Background: an optimization exercise with open tools, aiming at small area. Do not read the settings as production practice.
Only simulation tests tie the RTL to the original design; equivalence was not proved.
The flow treats the clock pin as an ideal source, which a real chip does not have.
Power is estimated from default activity; no workload was simulated.

**flow/config.mk**
```make
export PLATFORM = sky130hd
export DESIGN_NAME = top
export DESIGN_NICKNAME = top
export VERILOG_FILES = /design/flow/design.v
export SDC_FILE = /design/flow/constraint.sdc
export NUM_CORES = 4
export LEC_CHECK = 0
export CAP_MARGIN = 20
export CORE_MARGIN = 2
export CORE_UTILIZATION = 40
export SLEW_MARGIN = 20
export SYNTH_HIERARCHICAL = 1
export SYNTH_MINIMUM_KEEP_SIZE = 0
```
**flow/constraint.sdc**
```tcl
create_clock -name core_clock -period 10.0 [get_ports {clk}]
set_input_delay 2.0000 -clock core_clock [delete_from_list [all_inputs] [get_ports {clk}]]
set_output_delay 2.0000 -clock core_clock [all_outputs]
set_load 0.01 [all_outputs]
```
**flow/design.v**
```verilog
module p_mul (
    input  logic [8:0] en,
    input  logic [7:0] pn,
    output logic [6:0] cmd
);
    wire e8 = ~en[8];
    wire pp1 = ~(en[0] | pn[0]);
    wire pp2 = ~(en[0] | pn[1]);
    wire pp3 = ~(en[0] | pn[2]);
    wire pp4 = ~(en[0] | pn[3]);
    wire pp5 = ~(en[0] | pn[4]);
    wire pp6 = ~(en[0] | pn[5]);
    wire pp7 = ~(en[0] | pn[6]);
    wire pp8 = ~(en[0] | pn[7]);
    wire pp9 = ~(en[1] | pn[0]);
    wire pp10 = ~(en[1] | pn[1]);
    wire pp11 = ~(en[1] | pn[2]);
    wire pp12 = ~(en[1] | pn[3]);
    wire pp13 = ~(en[1] | pn[4]);
    wire pp14 = ~(en[1] | pn[5]);
    wire pp15 = ~(en[1] | pn[6]);
    wire pp16 = ~(en[1] | pn[7]);
    wire pp17 = ~(en[2] | pn[0]);
    wire pp18 = ~(en[2] | pn[1]);
    wire pp19 = ~(en[2] | pn[2]);
    wire pp20 = ~(en[2] | pn[3]);
    wire pp21 = ~(en[2] | pn[4]);
    wire pp22 = ~(en[2] | pn[5]);
    wire pp23 = ~(en[2] | pn[6]);
    wire pp24 = ~(en[2] | pn[7]);
    wire pp25 = ~(en[3] | pn[0]);
    wire pp26 = ~(en[3] | pn[1]);
    wire pp27 = ~(en[3] | pn[2]);
    wire pp28 = ~(en[3] | pn[3]);
    wire pp29 = ~(en[3] | pn[4]);
    wire pp30 = ~(en[3] | pn[5]);
    wire pp31 = ~(en[3] | pn[6]);
    wire pp32 = ~(en[3] | pn[7]);
    wire pp33 = ~(en[4] | pn[0]);
    wire pp34 = ~(en[4] | pn[1]);
    wire pp35 = ~(en[4] | pn[2]);
    wire pp36 = ~(en[4] | pn[3]);
    wire pp37 = ~(en[4] | pn[4]);
    wire pp38 = ~(en[4] | pn[5]);
    wire pp39 = ~(en[4] | pn[6]);
    wire pp40 = ~(en[4] | pn[7]);
    wire pp41 = ~(en[5] | pn[0]);
    wire pp42 = ~(en[5] | pn[1]);
    wire pp43 = ~(en[5] | pn[2]);
    wire pp44 = ~(en[5] | pn[3]);
    wire pp45 = ~(en[5] | pn[4]);
    wire pp46 = ~(en[5] | pn[5]);
    wire pp47 = ~(en[5] | pn[6]);
    wire pp48 = ~(en[5] | pn[7]);
    wire pp49 = ~(en[6] | pn[0]);
    wire pp50 = ~(en[6] | pn[1]);
    wire pp51 = ~(en[6] | pn[2]);
    wire pp52 = ~(en[6] | pn[3]);
    wire pp53 = ~(en[6] | pn[4]);
    wire pp54 = ~(en[6] | pn[5]);
    wire pp55 = ~(en[6] | pn[6]);
    wire pp56 = ~(en[6] | pn[7]);
    wire pp57 = ~(en[7] | pn[0]);
    wire pp58 = ~(en[7] | pn[1]);
    wire pp59 = ~(en[7] | pn[2]);
    wire pp60 = ~(en[7] | pn[3]);
    wire pp61 = ~(en[7] | pn[4]);
    wire pp62 = ~(en[7] | pn[5]);
    wire pp63 = ~(en[7] | pn[6]);
    wire pp64 = ~(en[7] | pn[7]);
    wire pp65 = e8 & pn[0];
    wire pp66 = e8 & pn[1];
    wire pp67 = e8 & pn[2];
    wire pp68 = e8 & pn[3];
    wire pp69 = e8 & pn[4];
    wire pp70 = e8 & pn[5];
    wire pp71 = e8 & pn[6];
    wire pp72 = e8 & pn[7];
    wire s73, c74;
    p_ha us73 (.a(pp7), .b(pp14), .s(s73), .co(c74));
    wire s75, c76;
    p_fa us75 (.a(pp8), .b(pp15), .c(pp22), .s(s75), .co(c76));
    wire s77, c78;
    p_ha us77 (.a(pp29), .b(pp36), .s(s77), .co(c78));
    wire s79, c80;
    p_fa us79 (.a(pp16), .b(pp23), .c(pp30), .s(s79), .co(c80));
    wire s81, c82;
    p_fa us81 (.a(pp37), .b(pp44), .c(pp51), .s(s81), .co(c82));
    wire s83, c84;
    p_ha us83 (.a(pp58), .b(pp65), .s(s83), .co(c84));
    wire s85, c86;
    p_fa us85 (.a(pp24), .b(pp31), .c(pp38), .s(s85), .co(c86));
    wire s87, c88;
    p_fa us87 (.a(pp45), .b(pp52), .c(pp59), .s(s87), .co(c88));
    wire s89, c90;
    p_fa us89 (.a(pp32), .b(pp39), .c(pp46), .s(s89), .co(c90));
    wire s91, c92;
    p_ha us91 (.a(pp5), .b(pp12), .s(s91), .co(c92));
    wire s93, c94;
    p_fa us93 (.a(pp6), .b(pp13), .c(pp20), .s(s93), .co(c94));
    wire s95, c96;
    p_ha us95 (.a(pp27), .b(pp34), .s(s95), .co(c96));
    wire s97, c98;
    p_fa us97 (.a(s73), .b(pp21), .c(pp28), .s(s97), .co(c98));
    wire s99, c100;
    p_fa us99 (.a(pp35), .b(pp42), .c(pp49), .s(s99), .co(c100));
    wire s101, c102;
    p_fa us101 (.a(s75), .b(s77), .c(pp43), .s(s101), .co(c102));
    wire s103, c104;
    p_fa us103 (.a(pp50), .b(pp57), .c(c74), .s(s103), .co(c104));
    wire s105, c106;
    p_fa us105 (.a(s79), .b(s81), .c(s83), .s(s105), .co(c106));
    wire s107, c108;
    p_fa us107 (.a(e8), .b(c76), .c(c78), .s(s107), .co(c108));
    wire s109, c110;
    p_fa us109 (.a(s85), .b(s87), .c(pp66), .s(s109), .co(c110));
    wire s111, c112;
    p_fa us111 (.a(c80), .b(c82), .c(c84), .s(s111), .co(c112));
    wire s113, c114;
    p_fa us113 (.a(s89), .b(pp53), .c(pp60), .s(s113), .co(c114));
    wire s115, c116;
    p_fa us115 (.a(pp67), .b(c86), .c(c88), .s(s115), .co(c116));
    wire s117, c118;
    p_fa us117 (.a(pp40), .b(pp47), .c(pp54), .s(s117), .co(c118));
    wire s119, c120;
    p_fa us119 (.a(pp61), .b(pp68), .c(c90), .s(s119), .co(c120));
    wire s121, c122;
    p_fa us121 (.a(pp48), .b(pp55), .c(pp62), .s(s121), .co(c122));
    wire s123, c124;
    p_ha us123 (.a(pp4), .b(pp11), .s(s123), .co(c124));
    wire s125, c126;
    p_fa us125 (.a(s91), .b(pp19), .c(pp26), .s(s125), .co(c126));
    wire s127, c128;
    p_fa us127 (.a(s93), .b(s95), .c(pp41), .s(s127), .co(c128));
    wire s129, c130;
    p_fa us129 (.a(s97), .b(s99), .c(c94), .s(s129), .co(c130));
    wire s131, c132;
    p_fa us131 (.a(s101), .b(s103), .c(c98), .s(s131), .co(c132));
    wire s133, c134;
    p_fa us133 (.a(s105), .b(s107), .c(c102), .s(s133), .co(c134));
    wire s135, c136;
    p_fa us135 (.a(s109), .b(s111), .c(c106), .s(s135), .co(c136));
    wire s137, c138;
    p_fa us137 (.a(s113), .b(s115), .c(c110), .s(s137), .co(c138));
    wire s139, c140;
    p_fa us139 (.a(s117), .b(s119), .c(c114), .s(s139), .co(c140));
    wire s141, c142;
    p_fa us141 (.a(s121), .b(pp69), .c(c118), .s(s141), .co(c142));
    wire s143, c144;
    p_fa us143 (.a(pp56), .b(pp63), .c(pp70), .s(s143), .co(c144));
    wire s145, c146;
    p_ha us145 (.a(pp3), .b(pp10), .s(s145), .co(c146));
    wire s147, c148;
    p_fa us147 (.a(s123), .b(pp18), .c(pp25), .s(s147), .co(c148));
    wire s149, c150;
    p_fa us149 (.a(s125), .b(pp33), .c(c124), .s(s149), .co(c150));
    wire s151, c152;
    p_fa us151 (.a(s127), .b(c92), .c(c126), .s(s151), .co(c152));
    wire s153, c154;
    p_fa us153 (.a(s129), .b(c96), .c(c128), .s(s153), .co(c154));
    wire s155, c156;
    p_fa us155 (.a(s131), .b(c100), .c(c130), .s(s155), .co(c156));
    wire s157, c158;
    p_fa us157 (.a(s133), .b(c104), .c(c132), .s(s157), .co(c158));
    wire s159, c160;
    p_fa us159 (.a(s135), .b(c108), .c(c134), .s(s159), .co(c160));
    wire s161, c162;
    p_fa us161 (.a(s137), .b(c112), .c(c136), .s(s161), .co(c162));
    wire s163, c164;
    p_fa us163 (.a(s139), .b(c116), .c(c138), .s(s163), .co(c164));
    wire s165, c166;
    p_fa us165 (.a(s141), .b(c120), .c(c140), .s(s165), .co(c166));
    wire s167, c168;
    p_fa us167 (.a(s143), .b(c122), .c(c142), .s(s167), .co(c168));
    wire s169, c170;
    p_fa us169 (.a(pp64), .b(pp71), .c(c144), .s(s169), .co(c170));
    wire c171 = pp2 & pp9;
    wire c172 = (s145 & pp17) | (s145 & c171) | (pp17 & c171);
    wire c173 = (s147 & c146) | (s147 & c172) | (c146 & c172);
    wire c174 = (s149 & c148) | (s149 & c173) | (c148 & c173);
    wire c175 = (s151 & c150) | (s151 & c174) | (c150 & c174);
    wire c176 = (s153 & c152) | (s153 & c175) | (c152 & c175);
    wire c177 = (s155 & c154) | (s155 & c176) | (c154 & c176);
    wire c178 = (s157 & c156) | (s157 & c177) | (c156 & c177);
    wire c179 = (s159 & c158) | (s159 & c178) | (c158 & c178);
    wire s180, c181;
    p_fa us180 (.a(s161), .b(c160), .c(c179), .s(s180), .co(c181));
    assign cmd[0] = s180;
    wire s182, c183;
    p_fa us182 (.a(s163), .b(c162), .c(c181), .s(s182), .co(c183));
    assign cmd[1] = s182;
    wire s184, c185;
    p_fa us184 (.a(s165), .b(c164), .c(c183), .s(s184), .co(c185));
    assign cmd[2] = s184;
    wire s186, c187;
    p_fa us186 (.a(s167), .b(c166), .c(c185), .s(s186), .co(c187));
    assign cmd[3] = s186;
    wire s188, c189;
    p_fa us188 (.a(s169), .b(c168), .c(c187), .s(s188), .co(c189));
    assign cmd[4] = s188;
    wire s190, c191;
    p_fa us190 (.a(pp72), .b(c170), .c(c189), .s(s190), .co(c191));
    assign cmd[5] = s190;
    wire s192, c193;
    p_ha us192 (.a(e8), .b(c191), .s(s192), .co(c193));
    assign cmd[6] = s192;
endmodule
module p_fa (input logic a, input logic b, input logic c, output logic s, output logic co);
    assign s  = a ^ b ^ c;
    assign co = (a & b) | (a & c) | (b & c);
endmodule
module p_ha (input logic a, input logic b, output logic s, output logic co);
    assign s  = a ^ b;
    assign co = a & b;
endmodule
`default_nettype none
module top (
    input   logic       clk,
    input   logic       reset_n,
    input   logic       input_spi_clk,
    input   logic       input_spi_mosi,
    input   logic       input_spi_cs_n,
    output  logic       adc_spi_clk,
    input   logic       adc_spi_miso,
    output  logic       adc_spi_mosi,
    output  logic       adc_spi_cs_n,
    output  logic       pwm_a,
    output  logic       pwm_b
);
    logic [9:0]  m;
    logic [5:0]  s;
    logic [9:0]  m_inc;      
    logic [10:0] t;          
    assign t[0] = 1'b1;
    genvar gi;
    generate for (gi = 0; gi < 10; gi = gi + 1) begin : g_m
        assign m_inc[gi] = m[gi] ^ t[gi];
        assign t[gi+1]   = m[gi] & t[gi];
    end endgenerate
    wire [6:0] s_inc = {1'b0, s} + {6'd0, m[4:0] == 5'd2};
    always_ff @(posedge clk) begin
        if (~reset_n) begin
            m <= 10'd2;
            s <= 6'd63;
        end else begin
            m <= m_inc;
            s <= s_inc[5:0] | {1'b0, {3{s_inc[6]}}, 2'b00};
        end
    end
    assign adc_spi_cs_n = (s >= 6'd47);
    assign adc_spi_clk  = ~adc_spi_cs_n & ((m[4:0] >= 5'd19) | (m[4:0] <= 5'd2));
    assign adc_spi_mosi = (s == 6'd28) | (s == 6'd29) | (s == 6'd31);
    logic [8:0] sr;
    always_ff @(posedge clk) begin
        if (m[4:0] == 5'd18 && s >= 6'd33 && s <= 6'd41)
            sr <= {sr[7:0], adc_spi_miso};
    end
    logic [7:0] r8;
    logic       rx, rf;
    always_ff @(posedge clk) begin
        if (s == 6'd45 && m[4:0] == 5'd24) begin
            r8 <= sr[8:1];
            rf <= sr[0] & ~(&sr[8:1]);
            rx <= sr[8] | (sr[0] & (&sr[7:1]));
        end
    end
    logic       clk_q;
    logic [3:0] since;       
    logic [4:0] bitcnt;
    logic [8:0] bufn;        
    logic [7:0] pn, spn;     
    wire shift = (since == 4'd1);
    wire valid = (bitcnt == 5'd16);
    always_ff @(posedge clk) begin
        clk_q <= input_spi_clk;
        if (input_spi_clk & ~clk_q)
            since <= 4'd0;
        else if (~since[3])
            since <= since + 1'b1;
        if (shift)
            bufn <= {bufn[7:0], ~input_spi_mosi};
    end
    always_ff @(posedge clk) begin
        if (~reset_n || input_spi_cs_n)
            bitcnt <= '0;
        else if (shift)
            bitcnt <= bitcnt + 1'b1;
    end
    always_ff @(posedge clk) begin
        if (~reset_n) begin
            pn  <= ~8'd16;
            spn <= ~8'd127;
        end else if (valid) begin
            if (bufn[8] && since == 4'd7)
                pn <= bufn[7:0];
            if (~bufn[8] && since[3])
                spn <= bufn[7:0];
        end
    end
    logic [8:0] en;
    logic [8:0] ec;
    assign ec[0] = rf;
    generate for (gi = 0; gi < 8; gi = gi + 1) begin : g_en
        p_fa fa_en (.a(r8[gi]), .b(spn[gi]), .c(ec[gi]), .s(en[gi]), .co(ec[gi+1]));
    end endgenerate
    assign en[8] = rx ^ spn[7] ^ ec[8];
    logic [6:0] cmd;
    p_mul mul (.en(en), .pn(pn), .cmd(cmd));
    logic [7:0] ya, yb;
    assign ya = {~cmd[6], cmd[6], cmd[5:0]};
    assign yb = ~ya;
    wire ok = (|m_inc[9:2]) | (m_inc[1] & m_inc[0]);
    logic [8:0] lta, ltb;
    assign lta[0] = 1'b0;
    assign ltb[0] = 1'b1;
    generate for (gi = 0; gi < 8; gi = gi + 1) begin : g_cmp
        assign lta[gi+1] = (~m_inc[gi+2] & ya[gi]) | (~m_inc[gi+2] & lta[gi]) | (ya[gi] & lta[gi]);
        assign ltb[gi+1] = (~m_inc[gi+2] & yb[gi]) | (~m_inc[gi+2] & ltb[gi]) | (yb[gi] & ltb[gi]);
    end endgenerate
    always_ff @(posedge clk) begin
        pwm_a <= ok & lta[8];
        pwm_b <= ok & ltb[8];
    end
endmodule
```
**flow/flow/run.sh**
```bash
#!/bin/bash
# The standard layout with two changes: the port buffers are buf_1
# cells, and clock tree synthesis uses clkbuf_4 buffers without dummy loads.
# Each tool's output is in orfs/logs; the make output is in flow_make.log.
set -euo pipefail
export BUFFER_PORTS_ARGS="-buffer_cell sky130_fd_sc_hd__buf_1"
export CTS_ARGS="-sink_clustering_enable -repair_clock_nets -dont_use_dummy_load -buf_list sky130_fd_sc_hd__clkbuf_4"
bash standard.sh > flow_make.log 2>&1
```
**flow/standard.sh**
```bash
#!/bin/bash
# synth_recipe.tcl (not shown) runs the flow's synth.tcl, then flattens the netlist and writes it again
# the make line also repeats each setting of config.mk as NAME=value (left out here)
make -C /OpenROAD-flow-scripts/flow DESIGN_CONFIG=/design/flow/config.mk WORK_HOME=/design/flow/orfs CLKGATE_MAP_FILE= SYNTH_SCRIPT=/design/flow/synth_recipe.tcl "${@:-finish}"
```
==> results_dict.tcl, run 1 <==
set metrics [dict create \
    status "no timing/DRC/antenna violations" \
    dp_cells 564 \
    worstSkewPairLatency_ps 420 \
    grt_pass1_vias 3164 \
    synth_ff_type "dfxtp_1" \
    critPathLaunchType "flip-flop" \
    synthArstFlopShare_pct 0 \
    worstPathRequired_ps 10280 \
    crit_path_max_incr_delay_ps 640 \
    wl_per_cell_um 14.66 \
    viasPerCell 5.223 \
    critPathKind "reg2reg" \
    cts_tree "done" \
    synth-seq-cells 72 \
    synth-xor-area-share_pct 1.844 \
    final_nets 519 \
    cts_buffers 9 \
    dieArea_mm2 0.01276 \
    ios 11 \
    total_power_mw 0.5988 \
    cp_common_cell "fa_1" \
    finalCriticalPeriod_ps 9561 \
    start_util_pct 41.25 \
    hold_class "reg2reg" \
    drcViolationCount 0 \
    synthMuxAreaShare_pct 3.371 \
    place_hpwl_um 6446 \
    synth_top_family_by_area "adder cells" \
    cp_max_fo 8 \
    r2r_cells 27 \
    synth.cell_area_mm2 0.004751 \
    synth_adder_area_share_pct 31.08 \
    total_leakage_power_nw 2.043 \
    synth_cells 437 \
    p_per_area_mw_per_mm2 121.7 \
    slowest_stage "fa_2" \
    worstSetupEndpointType "flip-flop" \
    ir_drop_uv 99.71 \
    post_cts_buffers 0 \
    routed_wl_um 8403 \
    final_util_pct 42.73 \
    synth.net_count 524 \
    synth-edff-count 28 \
    drtIter0Drc 187 \
    finalHoldViolations 0 \
    clock_skew_ps 39.64 \
    antenna_found_initial 0 \
    gp_congestion 0.7880 \
    ys_seq_area_share_pct 36.24 \
    fin_cells 573 \
    cts_resized 0 \
    rsz0062_at_grt "false" \
    num_antenna_cells 0 \
    root_buffer "clkbuf_4" \
    grt_max_degree 23 \
    htreeDepth 3 \
    tns_ps 0 \
    cp.arrival_ps 9840 \
    area_growth_pct 3.582 \
    pre_cts_ws_ps 370.4 \
    ys.warnings.count 7 \
    clk_path_buf_depth 2 \
    syn_area_per_cell_um2 10.87 \
    routed-via-count 2993 \
    clk_pin_slew_ps 120 \
    worst_slew_pin_slew_ps 701.9 \
    whs_path_depth 0 \
    numPortBuffers 10 \
    min_period_over_period_pct 95.61 \
    slew_viol_final 0 \
    ant_nets 0 \
    row_count 39 \
    dr.pass1.iters 4 \
    drv_cap 0 \
    synthSimpleGateAreaFrac_pct 17.46 \
    die_width_um 113.0 \
    hold_buffers 0 \
    grt-ovfl-total 0 \
    coreArea_mm2 0.01152 \
    synth_cell_type_count 51 \
    die_height_um 113.0 \
    grt_first_pass_wirelength_um 14970 \
    cts_sinks 72 \
    finalSetupViolCount 0 \
    slew_headroom_pct 52.86 \
    synth-compound-area-share_pct 5.610 \
    final_layout_size_suffix_gt1_share_pct 5.116 \
    fmax_mhz 104.6 \
    finalWorstSetupSlack_ps 439.3 \
    grt_usage_pct 14.72 \
    rrSetupSlack_ps 440 \
]
## placed cells by master (no fill, tap or decap), types with 2 or more instances in the layout
| cell type | instances |
|---|---|
| dfxtp_1 | 44 |
| a31oi_1 | 6 |
| nand3_1 | 8 |
| xnor2_1 | 4 |
| o22ai_1 | 5 |
| a21oi_1 | 6 |
| inv_1 | 13 |
| and2_1 | 8 |
| buf_1 | 10 |
| nand2_1 | 22 |
| a211oi_1 | 2 |
| nor4_1 | 3 |
| fa_1 | 55 |
| nor2_1 | 84 |
| edfxtp_1 | 28 |
| a22oi_1 | 3 |
| xor2_1 | 6 |
| maj3_1 | 2 |
| ha_1 | 25 |
| buf_4 | 3 |
| nor3_1 | 2 |
| maj3_2 | 2 |
| o211ai_1 | 2 |
| mux2i_1 | 16 |
| nand4_1 | 3 |
| nand2b_1 | 7 |
| o21ai_0 | 6 |
| nor2b_1 | 23 |
| clkbuf_4 | 9 |
## registers in the layout, summed over array words and instances (netlist names)
| register | flops |
|---|---|
| m | 10 |
| bufn | 9 |
| sr | 9 |
| pn | 8 |
| r8 | 8 |
| spn | 8 |
| s | 6 |
| bitcnt | 5 |
| since | 4 |
| clk_q | 1 |
| pwm_a | 1 |
| pwm_b | 1 |
| rf | 1 |
| rx | 1 |
## worst max-delay path: cells and delay by family (launching register included)
kind,cells,cell delay [ps]
adders and majority gates,19,8150
and+or+nand+nor,5,460
DFF,1,420
AOI/OAI and AO/OA,3,390
## cells by family after synthesis
| group | count (synthesis) |
|---|---|
| AND/OR/NAND/NOR | 172 |
| flip-flops | 72 |
| multiplexers | 16 |
| XOR/XNOR | 10 |
| AO/OA/AOI/OAI | 40 |
| buffers and inverters | 42 |
| adder cells (fa/ha/maj) | 85 |
## modules after synthesis (local to each module, per instance)
module,cell area [um^2],cells
p_fa,20.02,1
p_ha,12.51,1
p_mul,513.0,111
top,3017,262
## metrics by stage
stage	hold slack, ps	cell area (um^2)
floorplan	439.5	4751
global placement	469.8	4836
detailed placement	471.5	4836
CTS	483.8	4903
global route	510.3	4921
finish	484.1	4921
## report_power, final
group	total, mW	switching (mW)	leakage, nW	internal [mW]
Sequential	0.376	0.0351	0.613	0.340
Combinational	0.0944	0.0517	1.39	0.0427
Clock	0.129	0.0870	0.0414	0.0418
## final timing paths
check | start | to
setup / recovery | r8[0] | pwm_a
hold / removal | bufn[3] | bufn[4]
setup reg to reg | r8[0] | pwm_a
hold reg to reg | bufn[3] | bufn[4]
## cell type report
cell class / instances / area [um^2]
fill: 1116 / 6595
multi-input combinational: 323 / 2844
sequential: 72 / 1722
tap: 143 / 178.9
clock buffer: 9 / 67.56
timing repair buffer: 13 / 60.06
inverter: 13 / 48.80
## Yosys cell counts, types with 6 or more instances
cell type / instances / area share [%]
a31oi_1: 6 / 0.79
nor2_1: 84 / 6.6
and2_1: 8 / 1.1
dfxtp_1: 44 / 19
inv_1: 13 / 1.0
mux2i_1: 16 / 3.4
nand2_1: 22 / 1.7
nor2b_1: 23 / 3.0
nand3_1: 8 / 0.84
fa_1: 56 / 24
xor2_1: 6 / 1.1
ha_1: 25 / 6.6
buf_4: 8 / 1.3
nand2b_1: 7 / 0.92
edfxtp_1: 28 / 18
a21oi_1: 6 / 0.63
o21ai_0: 6 / 0.63
clkbuf_1: 14 / 1.1
## layer usage
metal | vias to the layer above | share of wire (%) | GRT usage, %
met2 | 30 | 48 | 24.30
met1 | 1504 | 48 | 19.60
met5 | - | 0 | 0
li1 | 1447 | - | -
met4 | 0 | 1.4 | 5.610
met3 | 12 | 2.4 | 2.464
==> run 2: changes to the inputs <==
--- a/flow/design.v
+++ b/flow/design.v
@@ -256,14 +256,14 @@
             sr <= {sr[7:0], adc_spi_miso};
     end
     logic [7:0] r8;
-    logic       rx, rf;
+    logic       rf;
     always_ff @(posedge clk) begin
         if (s == 6'd45 && m[4:0] == 5'd24) begin
             r8 <= sr[8:1];
             rf <= sr[0] & ~(&sr[8:1]);
-            rx <= sr[8] | (sr[0] & (&sr[7:1]));
         end
     end
+    wire rx = r8[7] | (rf & (&r8[6:0]));
     logic       clk_q;
     logic [3:0] since;       
     logic [4:0] bitcnt;
==> flow/flow/run.sh (replaced) <==
#!/bin/bash
# The standard layout with three changes: the port buffers are buf_1
# cells; clock tree synthesis uses clkbuf_4 buffers without dummy loads; and
# after clock tree synthesis, flow/post_cts.tcl upsizes to clkbuf_8 each
# clock buffer whose flip-flops' clock slew is estimated over 100 ps.
# Each tool's output is in orfs/logs; the make output is in flow_make.log.
set -euo pipefail
here=$(cd "$(dirname "$0")" && pwd)
export BUFFER_PORTS_ARGS="-buffer_cell sky130_fd_sc_hd__buf_1"
export CTS_ARGS="-sink_clustering_enable -repair_clock_nets -dont_use_dummy_load -buf_list sky130_fd_sc_hd__clkbuf_4"
export POST_CTS_TCL="$here/post_cts.tcl"
bash standard.sh > flow_make.log 2>&1
==> flow/flow/post_cts.tcl (new file) <==
estimate_parasitics -placement
set weak {}
foreach pin [all_registers -clock_pins -edge_triggered] {
  set worst 0
  foreach edge {rise fall} {
    foreach a {min max} {
      set s [get_property $pin slew_${a}_$edge]
      if {$s > $worst} { set worst $s }
    }
  }
  if {$worst > 0.100} {
    set net [get_nets -of_objects $pin]
    foreach drv [get_pins -of_objects $net -filter "direction==output"] {
      lappend weak [get_cells -of_objects $drv]
    }
  }
}
set done {}
foreach c $weak {
  set name [get_property $c full_name]
  if {[lsearch -exact $done $name] >= 0} { continue }
  lappend done $name
  if {[get_property [get_lib_cells -of_objects $c] name] eq "sky130_fd_sc_hd__clkbuf_4"} {
    puts "upsizing clock buffer $name"
    replace_cell $c sky130_fd_sc_hd__clkbuf_8
  }
}
if {[llength $done] > 0} {
  detailed_placement
  check_placement -verbose
  estimate_parasitics -placement
}
==> run 2 against run 1 <==
- still clean on timing, DRC and antenna
- die area fell by 0.61%
- maximum frequency rose by 0.56%
- register-to-register slack improved by 50 ps
- wire length grew 0.49%
- global-route usage up 0.26 points
- highest routed layer unchanged
==> results_dict.tcl, run 2 <==
set metrics [dict create \
    final_util_pct 42.95 \
    clock_skew_ps 24.13 \
    numPortBuffers 10 \
    ios 11 \
    dp_cells 568 \
    p_per_area_mw_per_mm2 122.8 \
    grt_pass1_vias 3134 \
    drcViolationCount 0 \
    total_leakage_power_nw 2.057 \
    worstSkewPairLatency_ps 410 \
    grt_usage_pct 14.98 \
    worstPathRequired_ps 10310 \
    status "no timing/DRC/antenna violations" \
    grt_max_degree 19 \
    reg_top3 "m (10), bufn (9), sr (9)" \
    synth-edff-count 27 \
    critPathKind "reg2reg" \
    worst_slew_pin_slew_ps 704.6 \
    grt_first_pass_wirelength_um 15170 \
    fillers 1088 \
    routed-via-count 2948 \
    grt-ovfl-total 0 \
    gp_congestion 0.8244 \
    ys_seq_area_share_pct 35.83 \
    viasPerCell 5.109 \
    crit_path_max_incr_delay_ps 530 \
    die_height_um 112.6 \
    cp.arrival_ps 9820 \
    netlist.area_leader.share_pct 23.75 \
    synthTopCellsByCount "nor2_1 (85), fa_1 (56), dfxtp_1 (44)" \
    drtIter0Drc 142 \
    row_count 39 \
    cp-startpoint "r8[0]" \
    start_util_pct 41.17 \
    clk_pin_slew_ps 90 \
    synth_ff_type "dfxtp_1" \
    worstSetupEndpointType "flip-flop" \
    cts_tree "done" \
    cp.buffers_inverters 0 \
    wl_per_cell_um 14.63 \
    routed_wl_um 8444 \
    drv_cap 0 \
    multi_input_area_mm2 0.002851 \
    antenna_found_initial 0 \
    num_antenna_cells 0 \
    largest_reg_flops 10 \
    dr.pass1.iters 4 \
    synth_cells 440 \
    tns_ps 0 \
    r2r_cells 29 \
    layout_commonest_cell "nor2_1" \
    whs_path_depth 0 \
    critPathLaunchType "flip-flop" \
    die_width_um 112.6 \
    yosysTopAreaCell "fa_1" \
    top_register "m" \
    dieArea_mm2 0.01269 \
    ff_latch_area_mm2 0.001692 \
    cp_max_fo 6 \
    place_hpwl_um 6482 \
    worstHoldStart "sr[0]" \
    finalHoldViolations 0 \
    syn_area_per_cell_um2 10.73 \
    slowest_stage "fa_1" \
    cts_sinks 71 \
    synth_cell_type_count 47 \
    timing.rr.start "r8[0]" \
    cp_top_family "adder cells" \
    ys.warnings.count 7 \
    synth.area.top_cells "fa_1 (24%), dfxtp_1 (19%), edfxtp_1 (17%)" \
    synth-seq-cells 71 \
    fmax_mhz 105.2 \
    cp_common_cell "fa_1" \
    slew_viol_final 0 \
    synth.net_count 527 \
    area_growth_pct 4.320 \
    post-synth-top-count-cell "nor2_1" \
    slew_headroom_pct 52.98 \
    min_period_over_period_pct 95.07 \
    final_cell_mix "nor2_1 (85), fa_1 (55), dfxtp_1 (44)" \
    final_nets 523 \
    synth.cell_area_mm2 0.004721 \
    ant_nets 0 \
    finalCriticalPeriod_ps 9507 \
    path_depth 29 \
    hold_class "reg2reg" \
    finalSetupViolCount 0 \
    final_layout_size_suffix_gt1_share_pct 5.300 \
    coreArea_mm2 0.01147 \
    ir_drop_uv 96.22 \
    fin_cells 577 \
    synthArstFlopShare_pct 0 \
]
## run 2: cell type report
class	instances	share of cell area (%)
flip-flops and latches	71	34.35
inverters	13	0.9909
clock buffers	9	1.753
well taps	143	3.633
repair buffers	14	1.372
multi-input cells	327	57.90
## run 2: cells by family after synthesis
kind of cell    synth area share, %
fa+ha+maj                     31.30
xor+xnor                      1.855
buf+inv                       4.214
mux                           3.392
compound gates                5.645
simple gates                  17.76
flops                         35.83
## run 2: path summary, 6_finish.rpt
kind	end	slack, ps
min	sr[1]	460
max	pwm_a	490
max reg2reg	pwm_a	490
min reg2reg	sr[1]	460
## run 2: per-module statistics from Yosys, one instance, submodules excluded
module / copies in the design / cells inside / area [um^2] / flops+latches
p_fa: 56 / 1 / 20.02 / 0
p_ha: 8 / 1 / 12.51 / 0
p_mul: 1 / 111 / 513.0 / 0
top: 1 / 265 / 2987 / 71
## run 2: per-stage QoR
| step | hold WS (ps) | setup slack, ps | area, um^2 | power (mW) |
|---|---|---|---|---|
| global route | 485.8 | -26.33 | 4925 | 0.6466 |
| floorplan | 426.8 | 508.1 | 4721 | 0.4414 |
| finish | 464.9 | 492.7 | 4925 | 0.6048 |
| detailed placement | 451.4 | 370.6 | 4817 | 0.4695 |
| global placement | 440.4 | 568.1 | 4817 | 0.4646 |
## run 2: power breakdown
group	total (mW)	switching (mW)	leakage [nW]	internal [mW]
Combinational	0.0933	0.0511	1.40	0.0422
Clock	0.141	0.0864	0.0492	0.0544
Sequential	0.371	0.0342	0.604	0.336
## run 2: per-layer routing
metal  up-vias  wire, um  GRT usage (%)
li1       1454         -              -
met1      1452      4086          19.88
met2        30      4032          24.67
met3        12       160          2.862
met4         0       164          5.203
met5         -         0              0
==> run 3: changes to the inputs <==
==> flow/flow/run.sh (replaced) <==
#!/bin/bash
# The standard layout with four changes: after floorplanning,
# flow/downsize.tcl puts every logic cell at its smallest drive strength
# (the later repair steps size up where needed); the port buffers are buf_1
# cells; clock tree synthesis uses clkbuf_4 buffers without dummy loads; and
# after clock tree synthesis, flow/post_cts.tcl upsizes to clkbuf_8 each
# clock buffer whose flip-flops' clock slew is estimated over 100 ps.
# Each tool's output is in orfs/logs; the make output is in flow_make.log.
set -euo pipefail
here=$(cd "$(dirname "$0")" && pwd)
export BUFFER_PORTS_ARGS="-buffer_cell sky130_fd_sc_hd__buf_1"
export CTS_ARGS="-sink_clustering_enable -repair_clock_nets -dont_use_dummy_load -buf_list sky130_fd_sc_hd__clkbuf_4"
export POST_CTS_TCL="$here/post_cts.tcl"
export POST_FLOORPLAN_TCL="$here/downsize.tcl"
bash standard.sh > flow_make.log 2>&1
==> flow/flow/downsize.tcl (new file) <==
# Start placement from the smallest drive strength of every logic cell that
# synthesis sized up (not the flip-flops or clock buffers); the resizer's
# later repair steps size up again only where slew, load or timing needs it.
foreach inst [get_cells *] {
  set master [get_property [get_lib_cells -of_objects $inst] name]
  if {![regexp {^(sky130_fd_sc_hd__[a-z0-9]+)_([0-9]+)$} $master -> base drive]} { continue }
  if {$drive <= 1 || [string match *clk* $base] || [string match *df* $base]} { continue }
  foreach alt [list ${base}_1 ${base}_0] {
    if {[llength [get_lib_cells -quiet $alt]] > 0} {
      replace_cell $inst $alt
      break
    }
  }
}
--- a/flow/config.mk
+++ b/flow/config.mk
@@ -7,7 +7,7 @@
 export LEC_CHECK = 0
 export CAP_MARGIN = 20
 export CORE_MARGIN = 2
-export CORE_UTILIZATION = 40
+export CORE_UTILIZATION = 55
 export SLEW_MARGIN = 20
 export SYNTH_HIERARCHICAL = 1
 export SYNTH_MINIMUM_KEEP_SIZE = 0
==> run 3 against run 2 <==
- sequential share of layout area rose by 0.26 points
- still clean on timing, DRC and antenna
- synthesized area did not move
- first-iteration DRC count is 23% lower
- largest cell class unchanged
- synthesized cell count is the same
- global-route usage increased by 4.6 points
- clock power hardly changed
- largest power group unchanged
- clock skew rose by 2.7 ps
==> results_dict.tcl, run 3 <==
set metrics [dict create \
    place_hpwl_um 6599 \
    total_leakage_power_nw 2.051 \
    final_layout_size_suffix_gt1_share_pct 5.046 \
    fmax_mhz 104.6 \
    top_register "m" \
    crit_path_max_incr_delay_ps 530 \
    row_count 33 \
    ff_latch_area_mm2 0.001692 \
    synth.area.top_cells "fa_1 (24%), dfxtp_1 (19%), edfxtp_1 (17%)" \
    reg_top3 "m (10), bufn (9), sr (9)" \
    layout_commonest_cell "nor2_1" \
    grt_max_degree 22 \
    dieArea_mm2 0.009340 \
    dr_wl_met3_um 246 \
    wl_met2_um 3938 \
    largest_reg_flops 10 \
    synthArstFlopShare_pct 0 \
    slew_viol_final 0 \
    final_util_pct 59.18 \
    final_cell_mix "nor2_1 (85), fa_1 (54), dfxtp_1 (44)" \
    ys.warnings.count 7 \
    maxUsedRoutingLayer "met4" \
    clock_skew_ps 26.84 \
    critPathLaunchType "flip-flop" \
    tns_ps 0 \
    synth-edff-count 27 \
    gp_congestion 0.8056 \
    routed_wl_um 8542 \
    viasPerCell 5.590 \
    hold_class "reg2reg" \
    cts_tree "done" \
    cp_top_family "adder cells" \
    synthTopCellsByCount "nor2_1 (85), fa_1 (56), dfxtp_1 (44)" \
    multi_input_area_mm2 0.002843 \
    routed-via-count 3024 \
    dp_cells 529 \
    fillers 744 \
    cp_max_fo 5 \
    finalWorstSetupSlack_ps 443.6 \
    worstPathRequired_ps 10340 \
    antenna_found_initial 0 \
    finalSetupViolCount 0 \
    slowest_stage "fa_1" \
    drv_cap 0 \
    netlist.area_leader.share_pct 23.75 \
    worstSetupEndpointType "flip-flop" \
    start_util_pct 57.17 \
    rsz0062_at_grt "false" \
    min_period_over_period_pct 95.56 \
    area_growth_pct 3.525 \
    coreArea_mm2 0.008258 \
    synth-seq-cells 71 \
    grt-ovfl-total 0 \
    drcViolationCount 0 \
    grt_first_pass_wirelength_um 14680 \
    cts_sinks 71 \
    cp_common_cell "fa_1" \
    pre_cts_ws_ps 434.3 \
    wl_met1_um 4153 \
    p_per_area_mw_per_mm2 124.6 \
    ios 11 \
    ir_drop_uv 89.19 \
    ys_seq_area_share_pct 35.83 \
    drtIter0Drc 110 \
    worstSkewPairLatency_ps 410 \
    status "no timing/DRC/antenna violations" \
    finalCriticalPeriod_ps 9556 \
    finalHoldViolations 0 \
    critPathKind "reg2reg" \
    synth_cell_type_count 47 \
    yosysTopAreaCell "fa_1" \
    ant_nets 0 \
    wl_per_cell_um 15.79 \
    cp.arrival_ps 9900 \
    grt_pass1_vias 3091 \
    syn_area_per_cell_um2 10.73 \
    dr.pass1.iters 4 \
    die_height_um 96.65 \
    hold_slack_ps 464.2 \
    synth_cells 440 \
    clk_pin_slew_ps 90 \
    fin_cells 541 \
    numPortBuffers 10 \
    synth.cell_area_mm2 0.004721 \
    synth_ff_type "dfxtp_1" \
    worst_slew_pin_slew_ps 960.6 \
    grt_usage_pct 19.56 \
    num_antenna_cells 0 \
    synth.net_count 527 \
    post-synth-top-count-cell "nor2_1" \
    slew_headroom_pct 35.43 \
    die_width_um 96.65 \
    cp.buffers_inverters 0 \
    final_nets 525 \
]
-- run 3: cell count changes in the layout (fill, tap and decap cells not counted), sizes merged --
| cell | delta |
|---|---|
| buf | +2 |
-- run 3: worst paths after layout --
path                            startpoint     to  slack (ps)  depth (start not counted)
worst min register to register       sr[0]  sr[1]         460                          0
worst max-delay path                 r8[0]  pwm_b         440                         30
worst min-delay path                 sr[0]  sr[1]         460                          0
worst max register to register       r8[0]  pwm_b         440                         30
-- run 3: final cells by class --
type	count	area share, %
clock buffer	9	1.767
inverter	13	0.9985
sequential	71	34.61
multi-input combinational	327	58.17
timing repair buffer	16	1.767
tap	105	2.688
-- run 3: Yosys stat by module (local to each module, per instance) --
module	cells	flip-flops and latches	cell area, um^2	times used
p_fa	1	0	20.02	56
top	265	71	2987	1
p_mul	111	0	513.0	1
p_ha	1	0	12.51	8
-- run 3: worst reg2reg max path: cells and delay by family, from the launching register on --
| kind | cells | cell delay [ps] |
|---|---|---|
| compound gates | 5 | 590 |
| xor+xnor | 2 | 390 |
| fa+ha+maj | 19 | 7690 |
| flops | 1 | 420 |
| simple gates | 4 | 430 |
-- run 3: metal layers --
layer,vias to the layer above,track usage [%]
met5,-,0
met4,0,6.501
met3,15,4.118
met2,45,31.36
met1,1508,26.74
li1,1456,-
-- run 3: logic make-up (layout without fill, tap and decap cells) --
| logic type | after synthesis | after routing | share of synthesized area (%) |
|---|---|---|---|
| compound gates | 41 | 41 | 5.645 |
| xor+xnor | 10 | 10 | 1.855 |
| fa+ha+maj | 85 | 85 | 31.30 |
| buf+inv | 42 | 38 | 4.214 |
| flops | 71 | 71 | 35.83 |
| mux | 16 | 16 | 3.392 |
| simple gates | 175 | 175 | 17.76 |
-- run 3: metrics by stage --
| step | area [um^2] | total power [mW] |
|---|---|---|
| final | 4887 | 0.6088 |
| after global routing | 4887 | 0.6446 |
| after floorplan | 4721 | 0.4414 |
| after detailed placement | 4748 | 0.4690 |
| after global placement | 4748 | 0.4652 |
-- run 3: where the power goes --
part           total [mW]  internal [mW]  switching, mW
Combinational      0.0956         0.0438         0.0518
Sequential          0.371          0.336         0.0349
Clock               0.142         0.0544         0.0876
==> run 4: changes to the inputs <==
--- a/flow/config.mk
+++ b/flow/config.mk
@@ -7,7 +7,8 @@
 export LEC_CHECK = 0
 export CAP_MARGIN = 20
 export CORE_MARGIN = 2
-export CORE_UTILIZATION = 55
+export CORE_UTILIZATION = 40
+export GPL_TIMING_DRIVEN = 0
 export SLEW_MARGIN = 20
 export SYNTH_HIERARCHICAL = 1
 export SYNTH_MINIMUM_KEEP_SIZE = 0
==> run 4 against run 3 <==
- still clean on timing, DRC and antenna
- cell count increased by 12%
- first-iteration DRC count up 31%
- register-to-register slack worse by 90 ps
- power rose by 1.4%
- critical path depth shrank 3
- clock power up 3%
- setup slack lost 94 ps
- synthesized area is the same
- final area up 4.1%
- hold slack worse by 4.6 ps
- die area rose by 36%
- critical endpoint is now pwm_a
- largest power group unchanged
==> results_dict.tcl, run 4 <==
set metrics [dict create \
    synth-seq-cells 71 \
    drcViolationCount 0 \
    worstHoldStart "sr[0]" \
    tns_ps 0 \
    num_antenna_cells 0 \
    r2r_cells 27 \
    synth_ff_type "dfxtp_1" \
    synth-edff-count 27 \
    grt_first_pass_wirelength_um 15000 \
    rrSetupSlack_ps 350 \
    power.switching_mw 0.1766 \
    multi_input_area_mm2 0.002882 \
    synthTopCellsByCount "nor2_1 (85), fa_1 (56), dfxtp_1 (44)" \
    slew_headroom_pct 58.27 \
    min_period_over_period_pct 96.50 \
    place_hpwl_um 6542 \
    cp_max_fo 8 \
    finalHoldViolations 0 \
    grt_pass1_vias 3165 \
    grt_usage_pct 14.82 \
    fin_cells 607 \
    ir_drop_uv 107.4 \
    ff_latch_area_mm2 0.001692 \
    hold_class "reg2reg" \
    post-synth-top-count-cell "nor2_1" \
    swShare_pct 28.60 \
    antenna_found_initial 0 \
    synth.net_count 527 \
    timing.rr.start "r8[0]" \
    final_nets 553 \
    grt-ovfl-total 0 \
    wl_per_cell_um 14.12 \
    worstSkewPairLatency_ps 410 \
    p_per_area_mw_per_mm2 121.4 \
    pwr-share-comb_pct 17.4 \
    status "no timing/DRC/antenna violations" \
    cp.arrival_ps 9950 \
    coreArea_mm2 0.01147 \
    p_seq_share_pct 58.9 \
    internal-power_mw 0.4408 \
    start_util_pct 41.17 \
    clock_skew_ps 21.73 \
    fmax_mhz 103.6 \
    grt_max_degree 14 \
    fillers 1087 \
    slew_viol_final 0 \
    worstPathRequired_ps 10300 \
    cp_common_cell "fa_1" \
    ys.warnings.count 7 \
    drtIter0Drc 144 \
    synth_cells 440 \
    final_layout_size_suffix_gt1_share_pct 6.466 \
    layout_commonest_cell "nor2_1" \
    die_height_um 112.6 \
    synth_cell_type_count 47 \
    synthArstFlopShare_pct 0 \
    finalCriticalPeriod_ps 9650 \
    routed-via-count 3040 \
    dp_cells 596 \
    viasPerCell 5.008 \
    synth.cell_area_mm2 0.004721 \
    syn_area_per_cell_um2 10.73 \
    largest_reg_flops 10 \
    ys_seq_area_share_pct 35.83 \
    clk_pin_slew_ps 80 \
    clkPwrFrac_pct 23.7 \
    netlist.area_leader.share_pct 23.75 \
    crit_path_max_incr_delay_ps 690 \
    die_width_um 112.6 \
    worstSetupEndpointType "flip-flop" \
    critPathKind "reg2reg" \
    cts_tree "done" \
    area_growth_pct 7.766 \
    numPortBuffers 10 \
    whs_path_depth 0 \
    hold_end "sr[1]" \
    total_power_mw 0.6174 \
    dr.pass1.iters 4 \
    cp_top_family "adder cells" \
    ios 11 \
    routed_wl_um 8569 \
    yosysTopAreaCell "fa_1" \
    cts_sinks 71 \
    final_util_pct 44.36 \
    ant_nets 0 \
    dieArea_mm2 0.01269 \
    gp_congestion 0.8396 \
    top_register "m" \
    synth.area.top_cells "fa_1 (24%), dfxtp_1 (19%), edfxtp_1 (17%)" \
    cp.buffers_inverters 0 \
    r2r_end "pwm_a" \
    slowest_stage "fa_2" \
    worst_slew_pin_slew_ps 626.0 \
    final_cell_mix "nor2_1 (85), fa_1 (53), dfxtp_1 (44)" \
    drv_cap 0 \
    row_count 39 \
    finalSetupViolCount 0 \
    critPathLaunchType "flip-flop" \
    reg_top3 "m (10), bufn (9), sr (9)" \
    total_leakage_power_nw 2.114 \
]
[run 4: cell types whose count changed in the layout (fill, tap and decap cells not counted), moves of 2 or more]
cell and delta:
o22ai_2 +2, buf_1 +10, clkbuf_1 +16, o22ai_1 -2, buf_2 +2
[run 4: cells by family (layout without fill, tap and decap cells)]
logic type	Yosys count	count (layout)	share of synthesized area [%]
flip-flops	71	71	35.83
buffers and inverters	42	66	4.214
adder cells (fa/ha/maj)	85	85	31.30
XOR/XNOR	10	10	1.855
AO/OA/AOI/OAI	41	41	5.645
AND/OR/NAND/NOR	175	175	17.76
multiplexers	16	16	3.392
[run 4: modules after synthesis (local to each module, per instance)]
module  copies in the design  area (um^2)
p_ha                       8        12.51
p_fa                      56        20.02
p_mul                      1        513.0
top                        1         2987
[run 4: per-stage QoR]
stage	setup WS, ps	hold WS (ps)	instance area [um^2]
after detailed placement	-298.2	440.2	4910
after global placement	-223.5	444.9	4871
after global routing	-20.56	487.8	5087
final	349.6	459.6	5087
after floorplan	508.1	426.8	4721
[run 4: how the worst max path moves through the flow]
| stage | start | end | slack, ps | cells after the start |
|---|---|---|---|---|
| after detailed placement | r8[0] | pwm_b | -300 | 31 |
| after global routing | r8[0] | pwm_b | -20 | 30 |
| after floorplan | r8[0] | pwm_b | 510 | 31 |
| after global placement | r8[0] | pwm_a | -220 | 31 |
| final | r8[0] | pwm_a | 350 | 27 |
[run 4: worst reg2reg max path: stages (launching register included)]
cell and delay (ps):
edfxtp_1 420, fa_1 470, fa_1 390, fa_1 380, fa_1 400, fa_1 390, fa_1 390, fa_2 370
fa_2 690, nor2_1 80, fa_1 530, fa_1 450, fa_1 520, fa_1 540, nor2_1 200, nor3_1 80
nand2_1 80, o22ai_2 90, fa_1 400, fa_1 390, fa_1 380, fa_1 390, fa_1 400, fa_2 500
nand2b_1 190, a31oi_1 190, a2bb2oi_2 170, o22ai_2 80
[run 4: final cells by class]
type	instances	area share [%]
multi-input cells	327	56.64
repair buffers	18	1.894
inverters	13	0.9592
clock buffers	9	1.820
well taps	143	3.517
plain buffers	26	1.918
flip-flops and latches	71	33.25
[run 4: per-layer routing]
| metal | up-vias | track usage, % | part of all wire [%] |
|---|---|---|---|
| met5 | - | 0 | 0 |
| met4 | 0 | 5.528 | 1.3 |
| met3 | 11 | 2.106 | 2.2 |
| met2 | 34 | 24.07 | 48 |
| met1 | 1483 | 20.29 | 49 |
| li1 | 1512 | - | - |
[run 4: power by group through the flow]
stage	clock network, mW	logic (mW)	registers, mW
final	0.146	0.108	0.363
after detailed placement	0	0.107	0.370
after floorplan	0	0.0797	0.362
after global routing	0.163	0.123	0.369
after global placement	0	0.0972	0.370
==> run 5: changes to the inputs <==
--- a/flow/config.mk
+++ b/flow/config.mk
@@ -8,7 +8,6 @@
 export CAP_MARGIN = 20
 export CORE_MARGIN = 2
 export CORE_UTILIZATION = 40
-export GPL_TIMING_DRIVEN = 0
 export SLEW_MARGIN = 20
 export SYNTH_HIERARCHICAL = 1
 export SYNTH_MINIMUM_KEEP_SIZE = 0
==> run 5 against run 4 <==
- still clean on timing, DRC and antenna
- non-clock buffer count is 30 lower
- clock power hardly changed
- power is 1.5% lower
- cell count is 4.9% lower
- first-iteration DRC count is 1.4% lower
- synthesized cell count stayed put
- count of clock-buffer cells in the layout stayed put
- final area is 3.6% lower
- via count is 1.6% lower
- critical path type unchanged
==> results_dict.tcl, run 5 <==
set metrics [dict create \
    critPathKind "reg2reg" \
    finalHoldViolations 0 \
    cp_common_cell "fa_1" \
    grt_usage_pct 15.01 \
    grt_max_degree 24 \
    die_height_um 112.6 \
    syn_area_per_cell_um2 10.73 \
    clkPwrFrac_pct 23.8 \
    clock_skew_ps 31.31 \
    grt_pass1_vias 3265 \
    largest_reg_flops 10 \
    drcViolationCount 0 \
    total_power_mw 0.6085 \
    slowest_stage "fa_1" \
    synthTopCellsByCount "nor2_1 (85), fa_1 (56), dfxtp_1 (44)" \
    synth.area.top_cells "fa_1 (24%), dfxtp_1 (19%), edfxtp_1 (17%)" \
    slew_viol_final 0 \
    critPathLaunchType "flip-flop" \
    netlist.area_leader.share_pct 23.75 \
    synth_ff_type "dfxtp_1" \
    viasPerCell 5.182 \
    post-synth-top-count-cell "nor2_1" \
    p_per_area_mw_per_mm2 124.1 \
    power.switching_mw 0.1715 \
    grt_first_pass_wirelength_um 15370 \
    status "no timing/DRC/antenna violations" \
    worst_slew_pin_slew_ps 699.1 \
    tns_ps 0 \
    p_seq_share_pct 61.0 \
    dr.pass1.iters 6 \
    worstPathRequired_ps 10310 \
    worstSkewPairLatency_ps 410 \
    worstSetupEndpointType "flip-flop" \
    finalSetupViolCount 0 \
    cts_sinks 71 \
    synthArstFlopShare_pct 0 \
    cp.arrival_ps 9830 \
    synth_cell_type_count 47 \
    ys.warnings.count 7 \
    routed-via-count 2990 \
    antenna_found_initial 0 \
    clk_pin_slew_ps 90 \
    reg_top3 "m (10), bufn (9), sr (9)" \
    synth.net_count 527 \
    hold_class "reg2reg" \
    final_layout_size_suffix_gt1_share_pct 3.687 \
    die_width_um 112.6 \
    synth-seq-cells 71 \
    dieArea_mm2 0.01269 \
    coreArea_mm2 0.01147 \
    dp_cells 568 \
    drv_cap 0 \
    cp_max_fo 8 \
    wl_per_cell_um 14.43 \
    internal-power_mw 0.4370 \
    numPortBuffers 10 \
    rsz0062_at_grt "false" \
    fin_cells 577 \
    crit_path_max_incr_delay_ps 680 \
    cts_tree "done" \
    synth.cell_area_mm2 0.004721 \
    swShare_pct 28.18 \
    total_leakage_power_nw 2.047 \
    min_period_over_period_pct 95.25 \
    finalCriticalPeriod_ps 9525 \
    top_register "m" \
    slew_headroom_pct 53.34 \
    synth-edff-count 27 \
    layout_commonest_cell "nor2_1" \
    pwr-share-comb_pct 15.2 \
    hold_slack_ps 462.1 \
    ios 11 \
    synth_cells 440 \
    final_nets 523 \
    num_antenna_cells 0 \
    row_count 39 \
    routed_wl_um 8327 \
    area_growth_pct 3.896 \
    grt-ovfl-total 0 \
    fmax_mhz 105.0 \
    ant_nets 0 \
    place_hpwl_um 6307 \
    final_cell_mix "nor2_1 (85), fa_1 (55), dfxtp_1 (44)" \
    ir_drop_uv 86.83 \
    drtIter0Drc 142 \
    gp_congestion 0.8407 \
    ys_seq_area_share_pct 35.83 \
    start_util_pct 41.17 \
    yosysTopAreaCell "fa_1" \
]
[run 5: cell types whose count changed in the layout (fill, tap and decap cells not counted), sizes merged]
cell | previous run | this run
buf | 28 | 14
clkbuf | 25 | 9
[run 5: routing by layer]
metal  global-route usage (%)  vias up  part of all wire (%)
li1                         -     1457                     -
met1                    20.43     1487                    47
met2                    24.15       34                    49
met3                    2.970       12                   2.5
met4                    5.041        0                   1.8
met5                        0        -                     0
[run 5: final timing paths]
path / from / to / slack (ps) / depth (start not counted)
setup / recovery: r8[0] / pwm_b / 480 / 28
hold / removal: sr[0] / sr[1] / 460 / 0
setup reg to reg: r8[0] / pwm_b / 480 / 28
hold reg to reg: sr[0] / sr[1] / 460 / 0
[run 5: metrics by stage]
step                utilization (%)  cell area, um^2  worst slack [ps]
global placement              41.83             4797             587.0
finish                        42.77             4905             475.0
detailed placement            41.83             4797             360.8
floorplan                         -             4721             508.1
global route                  42.77             4905             7.316
[run 5: kinds of logic (layout without fill, tap and decap cells)]
logic type | Yosys count | in the layout | share of synthesized area [%]
flip-flops | 71 | 71 | 35.83
multiplexers | 16 | 16 | 3.392
AO/OA/AOI/OAI | 41 | 41 | 5.645
buffers and inverters | 42 | 36 | 4.214
XOR/XNOR | 10 | 10 | 1.855
adder cells (fa/ha/maj) | 85 | 85 | 31.30
AND/OR/NAND/NOR | 175 | 175 | 17.76
[run 5: cell type report]
| class | instances | area [um^2] |
|---|---|---|
| tap | 143 | 178.9 |
| inverter | 13 | 48.80 |
| sequential | 71 | 1692 |
| multi-input combinational | 327 | 2825 |
| clock buffer | 9 | 92.59 |
| timing repair buffer | 14 | 67.56 |
| fill | 1082 | 6563 |
[run 5: critical path, delay by kind of cell (launching register included)]
family                     cells  cell delay (ps)
adders and majority gates     19             8080
and+or+nand+nor                5              480
DFF                            1              430
AOI/OAI and AO/OA              4              430
[run 5: power groups by stage]
stage          combinational [mW]  sequential [mW]  clock (mW)
3_3_place_gp               0.0887            0.376           0
3_5_place_dp               0.0914            0.376           0
2_1_floorplan              0.0797            0.362           0
6_report                   0.0926            0.371       0.145
5_1_grt                     0.111            0.377       0.164
[run 5: Yosys stat by module (local to each module, per instance)]
module	times used	flops+latches
p_fa	56	0
p_ha	8	0
p_mul	1	0
top	1	71
==> run 6: changes to the inputs <==
--- a/flow/design.v
+++ b/flow/design.v
@@ -269,7 +269,7 @@
     logic [4:0] bitcnt;
     logic [8:0] bufn;        
     logic [7:0] pn, spn;     
-    wire shift = (since == 4'd1);
+    wire shift = (since == 4'd1) & clk_q;
     wire valid = (bitcnt == 5'd16);
     always_ff @(posedge clk) begin
         clk_q <= input_spi_clk;
--- a/flow/flow/post_cts.tcl
+++ b/flow/flow/post_cts.tcl
@@ -8,7 +8,7 @@
       if {$s > $worst} { set worst $s }
     }
   }
-  if {$worst > 0.100} {
+  if {$worst > 0.106} {
     set net [get_nets -of_objects $pin]
     foreach drv [get_pins -of_objects $net -filter "direction==output"] {
       lappend weak [get_cells -of_objects $drv]
==> run 6 against run 5 <==
- register-to-register slack about the same
- hold slack worse by 3.1 ps
- utilization grew 0.13 points
- critical endpoint unchanged
- non-clock buffer count increased by 3
- combinational power is about 10% lower
- first-iteration DRC count fell by 26%
- power down 5.9%
- synthesized area is 0.37% higher
==> results_dict.tcl, run 6 <==
set metrics [dict create \
    worstSetupEndpointType "flip-flop" \
    die_height_um 112.8 \
    ant_nets 0 \
    slew_headroom_pct 55.79 \
    critPathLaunchType "flip-flop" \
    tns_ps 0 \
    final_nets 527 \
    cp_max_fo 6 \
    synth-seq-cells 71 \
    worstSkewPairLatency_ps 400 \
    grt_use_met1_pct 19.14 \
    layout_commonest_cell "nor2_1" \
    die_width_um 112.8 \
    total_power_mw 0.5723 \
    top_register "m" \
    timing.rr.start "r8[0]" \
    synth.net_count 528 \
    ys_seq_area_share_pct 35.70 \
    slew_viol_final 0 \
    final_cell_area_mm2 0.004920 \
    placedInstanceArea_mm2 0.004793 \
    numPortBuffers 10 \
    viasPerCell 5.227 \
    row_count 39 \
    syn_area_per_cell_um2 10.74 \
    netlist.area_leader.share_pct 23.66 \
    grt-busiest-layer "met2" \
    gp_congestion 0.7810 \
    grt_pass1_vias 3187 \
    antenna_found_initial 0 \
    worst_slew_pin_slew_ps 661.0 \
    p_per_area_mw_per_mm2 116.3 \
    grt_first_pass_wirelength_um 14900 \
    ios 11 \
    clk_pin_slew_ps 100 \
    finalHoldViolations 0 \
    drv_cap 0 \
    finalCriticalPeriod_ps 9519 \
    drtIter0Drc 105 \
    synth.area.top_cells "fa_1 (24%), dfxtp_1 (19%), edfxtp_1 (17%)" \
    dr.pass1.iters 4 \
    crit_end "pwm_b" \
    reg_top3 "m (10), bufn (9), sr (9)" \
    fmax_mhz 105.1 \
    synthTopCellsByCount "nor2_1 (81), fa_1 (56), dfxtp_1 (44)" \
    synth-xor-area-share_pct 1.848 \
    grtUsageMet3_pct 2.464 \
    routed-via-count 3037 \
    rrSetupSlack_ps 480 \
    grt_use_met2_pct 24.11 \
    clock_skew_ps 25.23 \
    cp.arrival_ps 9790 \
    r2r_cells 28 \
    coreArea_mm2 0.01147 \
    crit_path_max_incr_delay_ps 610 \
    min_period_over_period_pct 95.19 \
    synthArstFlopShare_pct 0 \
    synth_cell_type_count 48 \
    dp_cells 569 \
    ys.warnings.count 7 \
    status "no timing/DRC/antenna violations" \
    synthMuxAreaShare_pct 3.591 \
    synth_top_family_by_area "adder cells" \
    fin_cells 581 \
    grt_max_degree 30 \
    start_util_pct 41.32 \
    yosysTopAreaCell "fa_1" \
    synth_adder_area_share_pct 30.74 \
    synth-edff-count 27 \
    slowest_stage "fa_2" \
    routed_wl_um 8451 \
    rsz0062_at_grt "false" \
    synth-compound-area-share_pct 5.545 \
    grt_usage_pct 14.49 \
    grt-ovfl-total 0 \
    hold_class "reg2reg" \
    cp-startpoint "r8[0]" \
    cp_common_cell "fa_1" \
    cts_tree "done" \
    num_antenna_cells 0 \
    place_hpwl_um 6420 \
    worstPathRequired_ps 10270 \
    wl_per_cell_um 14.55 \
    ir_drop_uv 82.31 \
    synth.cell_area_mm2 0.004738 \
    total_leakage_power_nw 2.044 \
    area_growth_pct 3.829 \
    critPathKind "reg2reg" \
    cts_sinks 71 \
    post-synth-top-count-cell "nor2_1" \
    synthSimpleGateAreaFrac_pct 18.27 \
    r2r_end "pwm_b" \
    finalSetupViolCount 0 \
    final_cell_mix "nor2_1 (81), fa_1 (54), dfxtp_1 (44)" \
    synth_cells 441 \
    drcViolationCount 0 \
    final_layout_size_suffix_gt1_share_pct 4.566 \
    dieArea_mm2 0.01273 \
    largest_reg_flops 10 \
    synth_ff_type "dfxtp_1" \
]
-- run 6: cells by family (layout without fill, tap and decap cells) --
logic type	after synthesis	in the layout
flops	71	71
simple gates	177	177
mux	17	17
compound gates	40	40
fa+ha+maj	83	83
xor+xnor	10	10
buf+inv	43	40
-- run 6: worst max-delay path: cells and delay by family (launching register included) --
kind                       cells  cell delay (ps)
AOI/OAI and AO/OA              6              870
adders and majority gates     18             7540
xor gates and xnor gates       2              400
DFF                            1              430
and+or+nand+nor                2              140
-- run 6: where the power goes --
group / switching [mW] / internal [mW] / total, mW
Clock: 0.0856 / 0.0503 / 0.136
Sequential: 0.0284 / 0.325 / 0.353
Combinational: 0.0462 / 0.0369 / 0.0831
Total: 0.160 / 0.412 / 0.572
-- run 6: per-layer routing --
layer	share of wire, %	vias up
met5	0	-
met4	2.1	0
met3	2.8	13
met2	47	57
met1	48	1498
li1	-	1469
-- run 6: through the flow --
step | worst slack [ps] | util (%) | hold slack (ps)
final | 481.4 | 42.90 | 459.0
after floorplan | 530.2 | - | 426.8
after global routing | 42.72 | 42.90 | 470.5
after detailed placement | 422.2 | 41.80 | 438.4
after global placement | 593.6 | 41.80 | 443.6
-- run 6: cell type report --
| type | count | area, um^2 |
|---|---|---|
| Clock buffer | 9 | 80.08 |
| Fill cell | 1082 | 6548 |
| Inverter | 14 | 52.55 |
| Multi-Input combinational cell | 327 | 2826 |
| Sequential cell | 71 | 1692 |
| Tap cell | 143 | 178.9 |
| Timing Repair Buffer | 17 | 90.09 |
-- run 6: modules after synthesis, one instance, submodules excluded --
module  copies in the design  flops+latches
p_fa                      56              0
p_ha                       8              0
p_mul                      1              0
top                        1             71
-- run 6: worst min path at each step --
stage           from    end  slack [ps]  cells past startpoint
3_3_place_gp   sr[0]  sr[1]         440                      0
6_report       sr[0]  sr[1]         460                      0
5_1_grt        sr[0]  sr[1]         470                      0
3_5_place_dp   sr[0]  sr[1]         440                      0
2_1_floorplan  sr[8]  r8[7]         430                      0
==> run 7: changes to the inputs <==
--- a/flow/flow/post_cts.tcl
+++ b/flow/flow/post_cts.tcl
@@ -8,7 +8,7 @@
       if {$s > $worst} { set worst $s }
     }
   }
-  if {$worst > 0.106} {
+  if {$worst > 0.100} {
     set net [get_nets -of_objects $pin]
     foreach drv [get_pins -of_objects $net -filter "direction==output"] {
       lappend weak [get_cells -of_objects $drv]
==> run 7 against run 6 <==
- still clean on timing, DRC and antenna
- sequential power hardly changed
- hold slack worse by 1.8 ps
- setup slack better by 5.8 ps
- via count is 1.1% lower
- count of clock-buffer cells in the layout stayed put
- maximum frequency hardly changed
- first-iteration DRC count is 8.6% higher
- non-clock buffer count is 3 lower
- register-to-register slack hardly changed
- final area is 0.51% lower
- largest power group unchanged
==> results_dict.tcl, run 7 <==
set metrics [dict create \
    cp_top_family "adder cells" \
    layout_commonest_cell "nor2_1" \
    cp.arrival_ps 9840 \
    worstPathRequired_ps 10330 \
    gp_congestion 0.7810 \
    grt_usage_pct 14.46 \
    p_per_area_mw_per_mm2 118.7 \
    netlist.area_leader.share_pct 23.66 \
    synth.net_count 528 \
    cts_tree "done" \
    largest_reg_flops 10 \
    final_layout_size_suffix_gt1_share_pct 3.448 \
    synth_ff_type "dfxtp_1" \
    status "no timing/DRC/antenna violations" \
    fillers 1082 \
    antenna_found_initial 0 \
    row_count 39 \
    finalSetupViolCount 0 \
    synthArstFlopShare_pct 0 \
    area_growth_pct 3.301 \
    grt_max_degree 30 \
    start_util_pct 41.32 \
    slowest_stage "fa_2" \
    numPortBuffers 10 \
    worst_slew_pin_slew_ps 674.9 \
    synth-edff-count 27 \
    min_period_over_period_pct 95.13 \
    post-synth-top-count-cell "nor2_1" \
    crit_path_max_incr_delay_ps 640 \
    ios 11 \
    drv_cap 0 \
    total_leakage_power_nw 2.038 \
    slew_viol_final 0 \
    die_width_um 112.8 \
    drcViolationCount 0 \
    worstSetupEndpointType "flip-flop" \
    critPathLaunchType "flip-flop" \
    finalHoldViolations 0 \
    grt_first_pass_wirelength_um 14880 \
    die_height_um 112.8 \
    dieArea_mm2 0.01273 \
    place_hpwl_um 6420 \
    finalWorstSetupSlack_ps 487.2 \
    drtIter0Drc 114 \
    synth-seq-cells 71 \
    cts_sinks 71 \
    ff_latch_area_mm2 0.001692 \
    synth_cell_type_count 48 \
    viasPerCell 5.197 \
    yosysTopAreaCell "fa_1" \
    synth_cells 441 \
    clk_pin_slew_ps 90 \
    rsz0062_at_grt "false" \
    routed_wl_um 8360 \
    multi_input_area_mm2 0.002811 \
    worstSkewPairLatency_ps 410 \
    wl_per_cell_um 14.46 \
    finalCriticalPeriod_ps 9513 \
    cp_common_cell "fa_1" \
    dr.pass1.iters 4 \
    hold_class "reg2reg" \
    synth.cell_area_mm2 0.004738 \
    grt_pass1_vias 3187 \
    synth.area.top_cells "fa_1 (24%), dfxtp_1 (19%), edfxtp_1 (17%)" \
    grt-ovfl-total 0 \
    cp.buffers_inverters 1 \
    tns_ps 0 \
    ir_drop_uv 85.11 \
    synthTopCellsByCount "nor2_1 (81), fa_1 (56), dfxtp_1 (44)" \
    slew_headroom_pct 54.86 \
    top_register "m" \
    cp_max_fo 8 \
    final_nets 524 \
    coreArea_mm2 0.01147 \
    routed-via-count 3004 \
    ys_seq_area_share_pct 35.70 \
    pre_cts_ws_ps 422.2 \
    ant_nets 0 \
    final_cell_mix "nor2_1 (81), fa_1 (55), dfxtp_1 (44)" \
    hold_slack_ps 457.2 \
    reg_top3 "m (10), bufn (9), sr (9)" \
    fmax_mhz 105.1 \
    critPathKind "reg2reg" \
    num_antenna_cells 0 \
    ys.warnings.count 7 \
    clock_skew_ps 33.54 \
    syn_area_per_cell_um2 10.74 \
]
[run 7: logic make-up after synthesis]
| group | after synthesis | synth area share, % |
|---|---|---|
| XOR/XNOR | 10 | 1.849 |
| flip-flops | 71 | 35.70 |
| multiplexers | 17 | 3.591 |
| buffers and inverters | 43 | 4.304 |
| AND/OR/NAND/NOR | 177 | 18.27 |
| adder cells (fa/ha/maj) | 83 | 30.74 |
| AO/OA/AOI/OAI | 40 | 5.545 |
[run 7: report_power, final]
group | total (mW) | switching [mW] | internal, mW | leakage [nW]
combinational | 0.0830 | 0.0461 | 0.0368 | 1.38
clock | 0.144 | 0.0857 | 0.0586 | 0.0518
sequential | 0.354 | 0.0286 | 0.325 | 0.603
[run 7: modules after synthesis, one instance, submodules excluded]
module | cells | area [um^2] | copies in the design
top | 266 | 3004 | 1
p_mul | 111 | 513.0 | 1
p_fa | 1 | 20.02 | 56
p_ha | 1 | 12.51 | 8
[run 7: path summary, 6_finish.rpt]
kind                            startpoint     to  slack [ps]  cells after the start
worst min-delay path                 sr[0]  sr[1]         460                      0
worst min register to register       sr[0]  sr[1]         460                      0
worst max register to register       r8[0]  pwm_b         490                     28
worst max-delay path                 r8[0]  pwm_b         490                     28
[run 7: cell type report]
| type | count | area share (%) |
|---|---|---|
| sequential | 71 | 34.56 |
| multi-input combinational | 327 | 57.44 |
| inverter | 14 | 1.074 |
| clock buffer | 9 | 1.892 |
| timing repair buffer | 14 | 1.380 |
| tap | 143 | 3.655 |
[run 7: metal layers]
layer	vias to the layer above	routed length, um	GRT usage, %
met2	48	3946	24.15
li1	1465	-	-
met5	-	0	0
met3	12	249	2.464
met1	1479	3997	19.03
met4	0	167	5.285
[run 7: per-stage QoR]
stage / cell area [um^2] / total power [mW] / utilization, % / std cells
final: 4895 / 0.5809 / 42.68 / 578
after global routing: 4895 / 0.6165 / 42.68 / 578
after detailed placement: 4793 / 0.4415 / 41.80 / 569
after global placement: 4793 / 0.4373 / 41.80 / 569
after floorplan: 4738 / 0.4218 / - / 441

-- separate check: timing with driven ports --
In the flow no input, the clock included, has a driving cell. The finished layouts below were timed again as built, in two steps. Step 1 (the two cells are an assumption about what drives the block):
set clk [get_ports {clk}]
set_driving_cell -lib_cell sky130_fd_sc_hd__clkbuf_16 $clk
set_driving_cell -lib_cell sky130_fd_sc_hd__buf_2 [delete_from_list [all_inputs] $clk]
Step 2 moves the port delays by t, midway between the first and last clock arrival at a register: inputs arrive t later, outputs are due t later. That takes back most of the time a late clock gives input paths. a / b / c = ideal ports / drivers / drivers and shift; a / b = the first two.
| run | shift t [ns] | setup slack, ns | worst setup path after step 2 |
|---|---|---|---|
| run 1 | 0.427 | 0.439 / 0.439 / 0.439 | register to register |
| run 2 | 0.428 | 0.493 / 0.493 / 0.493 | register to register |
| run 3 | 0.424 | 0.444 / 0.444 / 0.444 | register to register |
| run 4 | 0.427 | 0.350 / 0.350 / 0.350 | register to register |
| run 5 | 0.423 | 0.475 / 0.475 / 0.475 | register to register |
| run 6 | 0.412 | 0.481 / 0.481 / 0.481 | register to register |
| run 7 | 0.418 | 0.487 / 0.487 / 0.487 | register to register |
After both steps setup and hold are still met in every run listed.
